This design comes from an exercise in tuning for a short achievable clock period and few clock cycles on the open sky130 flow, not from production work. Only simulation tests tie the RTL to the original design; equivalence was not proved. Power figures rest on the tool's default switching activity, not on a simulated workload.

`design/flow/constraint.sdc`:
```
create_clock -name core_clock -period 7.0 [get_ports {clk}]
set_input_delay 1.4000 -clock core_clock [delete_from_list [all_inputs] [get_ports {clk}]]
set_output_delay 1.4000 -clock core_clock [all_outputs]
set_load 0.01 [all_outputs]
```
`design/flow/config.mk`:
```
export PLATFORM = sky130hd
export DESIGN_NAME = Core
export DESIGN_NICKNAME = Core
export VERILOG_FILES = /design/flow/design.v
export SDC_FILE = /design/flow/constraint.sdc
export NUM_CORES = 4
export LEC_CHECK = 0
export CAP_MARGIN = 20
export CORE_AREA = 2.3 2.72 284.28 283.92
export DIE_AREA = 0 0 286.6 286.6
export SLEW_MARGIN = 20
```
`design/flow/run.sh`:
```
#!/bin/bash
# synth_recipe.tcl (not shown) runs the flow's synth.tcl, then flattens the netlist and writes it again
# the make line also repeats each setting of config.mk as NAME=value (left out here)
make -C /OpenROAD-flow-scripts/flow DESIGN_CONFIG=/design/flow/config.mk WORK_HOME=/design/flow/orfs CLKGATE_MAP_FILE= SYNTH_SCRIPT=/design/flow/synth_recipe.tcl finish
```
`design/flow/design.v`:
```
`timescale 1ns / 1ps
module RegFile(
	input 		  clk,
	input 		  write_enable,
	input   [3:0] read_index_1,
	input   [3:0] read_index_2,
	input   [3:0] write_index,
	input  [23:0] write_data,
	output reg [23:0] read_data_1,
	output reg [23:0] read_data_2
    );
	reg [23:0] sp;
	reg [23:0] fp;
	reg [23:0] ra;
	reg [23:0] a0;
	reg [23:0] a1;
	reg [23:0] m0;
	reg [23:0] m1;
	reg [23:0] rv;
	reg [23:0] v0;
	reg [23:0] v1;
	reg [23:0] p0;
	reg [23:0] p1;
	reg [23:0] p2;
	reg [23:0] p3;
	reg [23:0] p4;
	always@(*) 
	begin
		case(read_index_1)
			0: read_data_1 = 0;
			1: read_data_1 = sp;
			2: read_data_1 = fp;
			3: read_data_1 = ra;
			4: read_data_1 = a0;
			5: read_data_1 = a1;
			6: read_data_1 = m0;
			7: read_data_1 = m1;
			8: read_data_1 = rv;
			9: read_data_1 = v0;
			10: read_data_1 = v1;
			11: read_data_1 = p0;
			12: read_data_1 = p1;
			13: read_data_1 = p2;
			14: read_data_1 = p3;
			15: read_data_1 = p4;
		endcase
	end
	always@(*) 
	begin
		case(read_index_2)
			0: read_data_2 = 0;
			1: read_data_2 = sp;
			2: read_data_2 = fp;
			3: read_data_2 = ra;
			4: read_data_2 = a0;
			5: read_data_2 = a1;
			6: read_data_2 = m0;
			7: read_data_2 = m1;
			8: read_data_2 = rv;
			9: read_data_2 = v0;
			10: read_data_2 = v1;
			11: read_data_2 = p0;
			12: read_data_2 = p1;
			13: read_data_2 = p2;
			14: read_data_2 = p3;
			15: read_data_2 = p4;
		endcase
	end
	always@(posedge clk)begin
		if(write_enable) begin
			case(write_index)
				1: sp <= write_data;
				2: fp <= write_data;
				3: ra <= write_data;
				4: a0 <= write_data;
				5: a1 <= write_data;
				6: m0 <= write_data;
				7: m1 <= write_data;
				8: rv <= write_data;
				9: v0 <= write_data;
				10: v1 <= write_data;
				11: p0 <= write_data;
				12: p1 <= write_data;
				13: p2 <= write_data;
				14: p3 <= write_data;
				15: p4 <= write_data;
		endcase
	end
	end
endmodule
`timescale 1ns / 1ps
module Core(
	input clk,
	input rst,  
	input core_hold,
	output reg[23:0] addr,  
	input [15:0] read_data,  
	output reg[15:0] write_data,
	output reg write_enable,  
	output reg req,
	input sw
    );
	reg		   reg_write_enable;
	reg  [3:0] reg_read_index_1;
	reg  [3:0] reg_read_index_2;
	reg  [3:0] reg_write_index;
	reg [23:0] reg_write_data;
	wire [23:0] reg_read_data_1;
	wire [23:0] reg_read_data_2;
	RegFile _RegFile(.clk(clk),
						  .write_enable(reg_write_enable),
						  .read_index_1(reg_read_index_1),
						  .read_index_2(reg_read_index_2),
						  .write_index(reg_write_index),
						  .write_data(reg_write_data),
						  .read_data_1(reg_read_data_1),
						  .read_data_2(reg_read_data_2));
	parameter ADD = 5'b00000;
	parameter SUB = 5'b00001;
	parameter CMP = 5'b00010;
	parameter AND = 5'b00011;
	parameter OR = 5'b00100;
	parameter XOR = 5'b00101;
	parameter MOV = 5'b00110;
	parameter BLT = 5'b00111;
	parameter BLTE = 5'b01000;
	parameter LOAD = 5'b01001;
	parameter STORE = 5'b01010;
	parameter JR = 5'b01011;
	parameter BE = 5'b01100;
	parameter BNE = 5'b01101;
	parameter SHIFTLI = 5'b01110;
	parameter SHIFTRI = 5'b01111;
	parameter INC = 5'b11111;
	parameter ADDI = 5'b10000;
	parameter SUBI = 5'b10001;
	parameter CMPI = 5'b10010;
	parameter ANDI = 5'b10011;
	parameter ORI = 5'b10100;
	parameter XORI = 5'b10101;
	parameter MOVI = 5'b10110;
	parameter LOADI = 5'b10111;
	parameter STOREI = 5'b11000;
	parameter JA = 5'b11001;
	parameter BEI = 5'b11010;
	parameter BNEI = 5'b11011;
	parameter BLTI = 5'b11100;
	parameter BLTEI = 5'b11101;
	parameter JS = 5'b11110;	
	parameter FETCH = 0;
	parameter FETCH2 = 1;
	parameter FETCH3 = 2;
	parameter FETCH4 = 3;
	parameter OPERATION = 4;
	parameter BRANCH = 5;
	parameter LOADSTATE = 6;
	parameter STORESTATE = 7;
	parameter I_OPERATION = 8;
	parameter I_BRANCH = 9;
	parameter I_LOAD = 10;
	parameter I_STORE = 11;
	parameter LOADSTATE2 = 12;
	parameter I_LOAD2 = 13;
	parameter STORESTATE2 = 14;
	reg[4:0] state;
	reg[23:0] PC;
	reg neg_flag;
	reg zero_flag;
	reg[4:0] OPCODE;  
	reg[22:0] immd;
	always @ (*) begin
		addr = 0;
		req = 1'b0;
		write_enable = 0;
		reg_write_data = 0;
		write_data = 0;
		reg_write_enable = 0;
		if(!core_hold)
			if(state == FETCH) begin
				req = 1'b1;
				addr = {2'd0, PC};
			end
			else if(state == FETCH2) begin
			end
			else if(state == FETCH3) begin
				req = 1'b1;
				addr = {2'd0, PC};
			end
			else if(state == FETCH4) begin
			end
			else if(state == OPERATION) begin
				reg_write_enable = 1'b1;
				case(OPCODE)
					ADD: begin
							reg_write_data = reg_read_data_1 + reg_read_data_2;
					end
					SUB: begin
							reg_write_data = reg_read_data_1 - reg_read_data_2;
					end
					CMP: begin
							reg_write_data = reg_read_data_1 - reg_read_data_2;
					end
					AND: begin
							reg_write_data = reg_read_data_1 & reg_read_data_2;
					end
					OR: begin
							reg_write_data = reg_read_data_1 | reg_read_data_2;
					end
					XOR: begin
							reg_write_data = reg_read_data_1 ^ reg_read_data_2;
					end
					MOV: begin
							reg_write_data = reg_read_data_2;
					end
					SHIFTLI: begin
							reg_write_data = reg_read_data_1 << reg_read_index_2;
					end
					SHIFTRI: begin
							reg_write_data = reg_read_data_1 >> reg_read_index_2;
					end
					INC: begin
							reg_write_data = reg_read_data_1 + 1'b1;
					end
				endcase
				if(OPCODE == CMP) begin
					reg_write_enable = 1'b0;
				end
			end
			else if(state == I_BRANCH) begin
				if(OPCODE == JS) begin
						reg_write_data = PC;  
						reg_write_enable = 1;
				end
			end
			else if(state == LOADSTATE) begin
				req = 1'b1;
				addr = {2'b00, reg_read_data_2};  
			end
			else if(state == LOADSTATE2) begin
				reg_write_data = read_data;  
				reg_write_enable = 1;
			end
			else if(state == I_LOAD) begin
				req = 1'b1;
				addr = {3'b000, immd};
			end
			else if(state == I_LOAD2) begin
				reg_write_data = read_data;
				reg_write_enable = 1;
			end
			else if(state == STORESTATE) begin
				req = 1'b1;
				write_enable = 1;
				addr = {2'b00, reg_read_data_2};
				write_data = reg_read_data_1[15:0];
			end 
			else if(state == STORESTATE2) begin
			end
			else if(state == I_STORE) begin
				req = 1'b1;
				addr = {3'b00, immd};
				write_data = reg_read_data_1[15:0];
				write_enable = 1;
			end
			else if(state == I_OPERATION) begin
				reg_write_enable = 1'b1;
				case(OPCODE)
					ADDI: begin
							reg_write_data = reg_read_data_1 + immd;
					end
					SUBI:begin
							reg_write_data = reg_read_data_1 - immd;
					end
					CMPI: begin
							reg_write_data = reg_read_data_1 - immd;
					end
					ANDI: begin
							reg_write_data = reg_read_data_1 & immd;
					end
					ORI: begin
							reg_write_data = reg_read_data_1 | immd;
					end
					XORI: begin
							reg_write_data = reg_read_data_1 ^ immd;
					end
					MOVI: begin
							reg_write_data = immd;
					end
				endcase
				if(OPCODE == CMPI) begin
					reg_write_enable = 1'b0;
				end
			end
	end
	always @ (posedge clk) begin
		if(rst) begin
			state <= FETCH;
			PC <= 24'h8000;
			neg_flag <= 0;
			zero_flag <= 0;
		end
		else if(!core_hold)
			if(state == FETCH && sw) begin
				state <= FETCH2;
				PC <= PC + 1'b1;
			end
			else if(state == FETCH2) begin
					OPCODE = read_data[15:11];
					reg_read_index_1 <= read_data[10:7];
					reg_read_index_2 <= read_data[6:3];
					reg_write_index <= read_data[10:7];
					immd[22:16] <= read_data[6:0];
					if(OPCODE == INC || OPCODE <= MOV || OPCODE == SHIFTLI || OPCODE == SHIFTRI) begin
						state <= OPERATION;
					end
					else if(OPCODE[4] == 1'b1) begin  
						state <= FETCH3;
					end
					else if(OPCODE == LOAD) begin
						state <= LOADSTATE;
					end
					else if(OPCODE == STORE) begin
						state <= STORESTATE;
					end
					else begin
						state <= BRANCH;
					end
			end
			else if(state == OPERATION || state == I_OPERATION) begin
				if(reg_write_data == 0) begin
					zero_flag <= 1; 
				end
				else begin
					zero_flag <= 0;
				end
				if(reg_write_data[23] == 1'b1) begin
					neg_flag <= 1;
				end
				else begin
					neg_flag <= 0;
				end
				state <= FETCH;
			end
			else if(state == BRANCH) begin
				case(OPCODE)
					BLT: begin
						if(neg_flag) 
							PC <= reg_read_data_1;
					end
					BLTE: begin
						if(neg_flag || zero_flag) 
							PC <= reg_read_data_1;
					end
					JR: begin
						PC <= reg_read_data_1;
					end
					BE: begin
						if(zero_flag)
							PC <= reg_read_data_1;
					end
					BNE: begin
						if(!zero_flag) 
							PC <= reg_read_data_1;
					end
				endcase
				state <= FETCH;
			end 
			else if(state == I_BRANCH) begin
				case(OPCODE)
					BLTI: begin
						if(neg_flag) 
							PC <= immd;
					end
					BLTEI: begin
						if(neg_flag || zero_flag) 
							PC <= immd;
					end
					JA: begin
						PC <= immd;
					end
					JS: begin
						PC <= immd;
					end
					BEI: begin
						if(zero_flag)
							PC <= immd;
					end
					BNEI: begin
						if(!zero_flag) 
							PC <= immd;
					end
				endcase
				state <= FETCH;
			end
			else if(state == STORESTATE) begin
				state <= STORESTATE2;
			end
			else if(state == STORESTATE2) begin
				state <= FETCH;
			end
			else if(state == I_STORE) begin
				state <= FETCH;
			end
			else if(state == LOADSTATE) begin
				state <= LOADSTATE2;
			end
			else if(state == LOADSTATE2) begin
				state <= FETCH;
			end
			else if(state == I_LOAD) begin
				state <= I_LOAD2;
			end
			else if(state == I_LOAD2) begin
				state <= FETCH;
			end
			else if(state == FETCH3) begin
				state <= FETCH4;
				PC <= PC + 1'b1;
			end
			else if(state == FETCH4) begin
				immd[15:0] <= read_data;
				if(OPCODE <= MOVI) 
					state <= I_OPERATION;
				else if(OPCODE == LOADI)
					state <= I_LOAD;
				else if(OPCODE == STOREI)
					state <= I_STORE;
				else begin
					if(OPCODE == JS) 
						reg_write_index <= 4'd3;
					state <= I_BRANCH; 
				end
			end
	end
endmodule
```
==> flow_summary.json <==
{
  "outcome": "finished clean",
  "endpoint_kind": "flip-flop",
  "worst_pin_slew_ns": 1.171,
  "yosys.area.top_type_share": 0.3800,
  "p_switching_mw": 1.643,
  "die_h_um": 286.6,
  "initial_core_util": 0.3961,
  "rsz0062_at_grt": "false",
  "post-place-ws_ns": 0.3587,
  "route.detailed.drc": 0,
  "r2r_end": "_RegFile.p0[23]$_DFFE_PP_",
  "ys_seq_area_frac": 0.3992,
  "htree_levels": 2,
  "fin_skew_ns": 0.02394,
  "grt_max_degree": 71,
  "worstPathArrival_ns": 7.19,
  "port_buffers": 61,
  "ys_seq_elements": 426,
  "netSwitchingFraction": 0.2624,
  "routedWlPerCell_um": 37.26,
  "finalSetupViolCount": 0,
  "clock_sink_count": 426,
  "powerDensity_nw_per_um2": 171.6,
  "clk_pin_slew_ns": 0.07,
  "ios": 62,
  "holdPathEnd": "PC[22]$_SDFFE_PP0P_",
  "synthFlopType": "edfxtp_1",
  "first_iter_violations": 5190,
  "rows": 103,
  "hold_start": "PC[22]$_SDFFE_PP0P_",
  "grt_pass1_wl_mm": 231.1,
  "ant_nets": 0,
  "synthTopCellsByCount": "edfxtp_1 (396), nor2_1 (245), a21oi_1 (206)",
  "num-nets-final": 3546,
  "cts_max_path_buffers": 3,
  "clkPwrFrac": 0.453,
  "vias_per_cell": 7.076,
  "synth-edff-count": 396,
  "synthArstFlopShare": 0,
  "drive_gt1_frac": 0.1517,
  "clk_latency_ns": 0.64,
  "hold_viol_final": 0,
  "cts_tree": "built",
  "irDropWorstVdd_v": 0.0001960,
  "syn-num-nets": 3416,
  "hp-class": "flip-flop to flip-flop",
  "cpPeakStageDelay_ns": 0.74,
  "grt.total_usage": 0.3945,
  "finalWirelength_mm": 166.6,
  "max_slew_margin": 0.2111,
  "synth_largest_area_cell": "edfxtp_1",
  "design.die.area_um2": 82140,
  "die_width_um": 286.6,
  "numCtsBuffers": 49,
  "power_frac_seq": 0.442,
  "required_ns": 7.39,
  "path_cells": "buf_12, buf_4, nor2_1, a22oi_1, o211ai_1, inv_1, nand4_1, o21ai_0, xnor2_1, nor2_1, ha_1, and3_1, o31ai_1, o211ai_1, a41oi_1, a21oi_1, nor4_1, o21bai_1, xnor2_1, xnor2_1, o221ai_2, nand3_1, inv_1, buf_12",
  "cts-root-buf": "clkbuf_16",
  "finalPower_mw": 6.262,
  "nFillCells": 7501,
  "syn2layout_area_growth_pct": 16.59,
  "fin_setup_tns_ns": 0,
  "worst-r2r-setup-slack_ns": 0.20,
  "synthesis.area_um2": 31290,
  "timing.fmax_mhz": 147.0,
  "syn_inst": 3250,
  "min_path_cells": 2,
  "yosys_warnings": 2,
  "timing.critical_path.mode_cell": "xnor2_1",
  "p_leak_nw": 12.97,
  "synth.distinct_cells": 89,
  "fin_crit_sh": 0.9717,
  "p_comb_frac": 0.104,
  "r2r_cells": 24,
  "drv_cap": 0,
  "setup_ws_ns": 0.1981,
  "place_hpwl_mm": 120.5,
  "final-max-slew-violation-count": 0,
  "r2r_start": "immd[21]$_DFFE_PP_",
  "grt_pass1_vias": 29720,
  "routabilityCongestion": 1.068,
  "coreArea_um2": 79000,
  "p_int_mw": 4.619,
  "gr-total-overflow": 0,
  "synthTopCellsByArea": "edfxtp_1 (38%), ha_1 (5.8%), mux2i_1 (5.0%)",
  "crit_slowest_cell": "nor2_1",
  "grt_antenna_before_repair": 3,
  "min_period_ns": 6.802,
  "synth.most_common_cell": "edfxtp_1",
  "setup.worst_path.class": "flip-flop to flip-flop",
  "first_pass_iters": 7,
  "path_max_fanout": 44,
  "startpoint_type": "flip-flop",
  "vias": 31640,
  "syn_area_per_cell_um2": 9.628
}
==> power by group through the flow <==
stage | registers, mW | logic, mW | clock network [mW]
3_5_place_dp | 2.82 | 0.618 | 0
4_1_cts | 2.77 | 0.621 | 2.85
6_report | 2.77 | 0.652 | 2.84
3_3_place_gp | 2.82 | 0.620 | 0
5_1_grt | 2.77 | 0.676 | 2.95
2_1_floorplan | 2.81 | 0.352 | 0
==> sequential cells by signal, indices dropped and copies added (netlist names) <==
signal and count:
PC 24, _RegFile.m0 24, reg_write_index 4, immd 23, _RegFile.rv 24, OPCODE 5
_RegFile.a0 24, _RegFile.p0 24, _RegFile.a1 24, _RegFile.p1 24, _RegFile.m1 24, _RegFile.ra 24
_RegFile.p4 24, zero_flag 1, _RegFile.v1 24, _RegFile.p3 24, _RegFile.fp 24, reg_read_index_1 4
_RegFile.sp 24, _RegFile.v0 24, neg_flag 1, state 4, _RegFile.p2 24
==> critical path, delay by kind of cell, from the launching register on <==
kind,cells,cell delay (ns)
compound gates,9,2.31
xor+xnor,3,0.54
buf+inv,5,1.02
simple gates,6,1.83
flops,1,0.47
fa+ha+maj,1,0.36
==> cell type report <==
type | count | area [um2] | share of cell area
Multi-Input combinational cell | 2438 | 17480 | 0.4792
Sequential cell | 426 | 12490 | 0.3424
Timing Repair Buffer | 357 | 3033 | 0.08313
Tap cell | 1050 | 1314 | 0.03601
Clock buffer | 57 | 1256 | 0.03443
Clock inverter | 35 | 500.5 | 0.01372
Inverter | 108 | 405.4 | 0.01111
Antenna cell | 1 | 2.502 | 0.00006859
==> logic make-up (layout without fill, tap and decap cells) <==
group,after synthesis,count (layout),share of synthesized area
AO/OA/AOI/OAI,1077,1077,0.2393
AND/OR/NAND/NOR,932,932,0.1563
flip-flops,426,426,0.3992
buffers and inverters,386,557,0.05098
multiplexers,208,208,0.07441
adder cells (fa/ha/maj),146,146,0.05886
XOR/XNOR,75,75,0.02099
other,0,1,0
==> cell usage in the layout (no fill, tap or decap), types with 34 or more instances in the layout <==
cell type	instances
a221oi_1	59
nand2b_1	34
nand3_1	89
a211oi_1	60
buf_4	280
clkbuf_16	49
o211ai_1	40
o21ai_0	179
nor3_1	55
edfxtp_1	396
a222oi_1	36
a31oi_1	36
nand2_1	190
nor2_1	233
mux2i_1	155
inv_1	99
clkdlybuf4s50_1	61
mux2_2	35
a21oi_1	205
nor2b_1	34
a22oi_1	101
xnor2_1	64
ha_1	144
o22ai_1	80
==> stage by stage <==
stage | utilization | cell area (um2) | hold slack [ns] | std cells
floorplan | - | 31290 | 0.4771 | 3250
CTS | 0.4616 | 36470 | 0.5387 | 4471
global route | 0.4618 | 36480 | 0.5743 | 4471
finish | 0.4618 | 36490 | 0.5452 | 4472
detailed placement | 0.4394 | 34710 | 0.5284 | 4379
global placement | 0.4394 | 34710 | 0.5297 | 4379
==> worst max-delay path by stage <==
stage	from	end	cells after the start
floorplan	immd[22]$_DFFE_PP_	zero_flag$_SDFFE_PP0P_	27
global placement	immd[21]$_DFFE_PP_	zero_flag$_SDFFE_PP0P_	23
detailed placement	immd[21]$_DFFE_PP_	zero_flag$_SDFFE_PP0P_	24
CTS	immd[21]$_DFFE_PP_	zero_flag$_SDFFE_PP0P_	23
global route	immd[21]$_DFFE_PP_	_RegFile.m1[23]$_DFFE_PP_	25
finish	immd[21]$_DFFE_PP_	_RegFile.p0[23]$_DFFE_PP_	24
==> per-layer routing <==
metal / wire length [um] / global-route usage
met1: 62140 / 0.5040
met2: 70560 / 0.5900
met3: 20850 / 0.1085
met4: 13070 / 0.2474
met5: 0 / 0
==> timing repair <==
item                       in CTS  in global routing
hold endpoints to repair        0                  0
setup buffers                   0                  0
hold buffers                    0                  0
setup endpoints to repair       0                 45
resized for setup               0                  4
Testbench counts, summed over its fixed seeds: cycles 155,259.

afterwards: timing with drivers on the ports:
The flow's constraints put no driver on any port. The routed layout listed below was extracted and timed again, unchanged, in two steps.
Step 1, drivers: a clkbuf_16 drives clk and a buf_2 each remaining input, both assumed.
Step 2 adds t to the input delays and takes it off the output delays; t is the mean of the earliest and latest rising clock arrival at the registers after step 1. Input paths then give back, and output paths get back, about the clock's delay inside the block.
Three values: no drivers, after step 1, after step 2; two values: the first two.
shift t [ns]: 0.699
setup WS [ns]: 0.198 / 0.198 / 0.198
latest minus earliest clock arrival (ns): 0.024 / 0.024
worst register clock-pin slew, ns: 0.07 / 0.07
worst data-port slew with drivers (ns): 0.03
After both steps setup and hold are still met in this run. For this run, drivers alone change the setup slack by 0.000 ns; drivers and shift together by 0.000 ns.
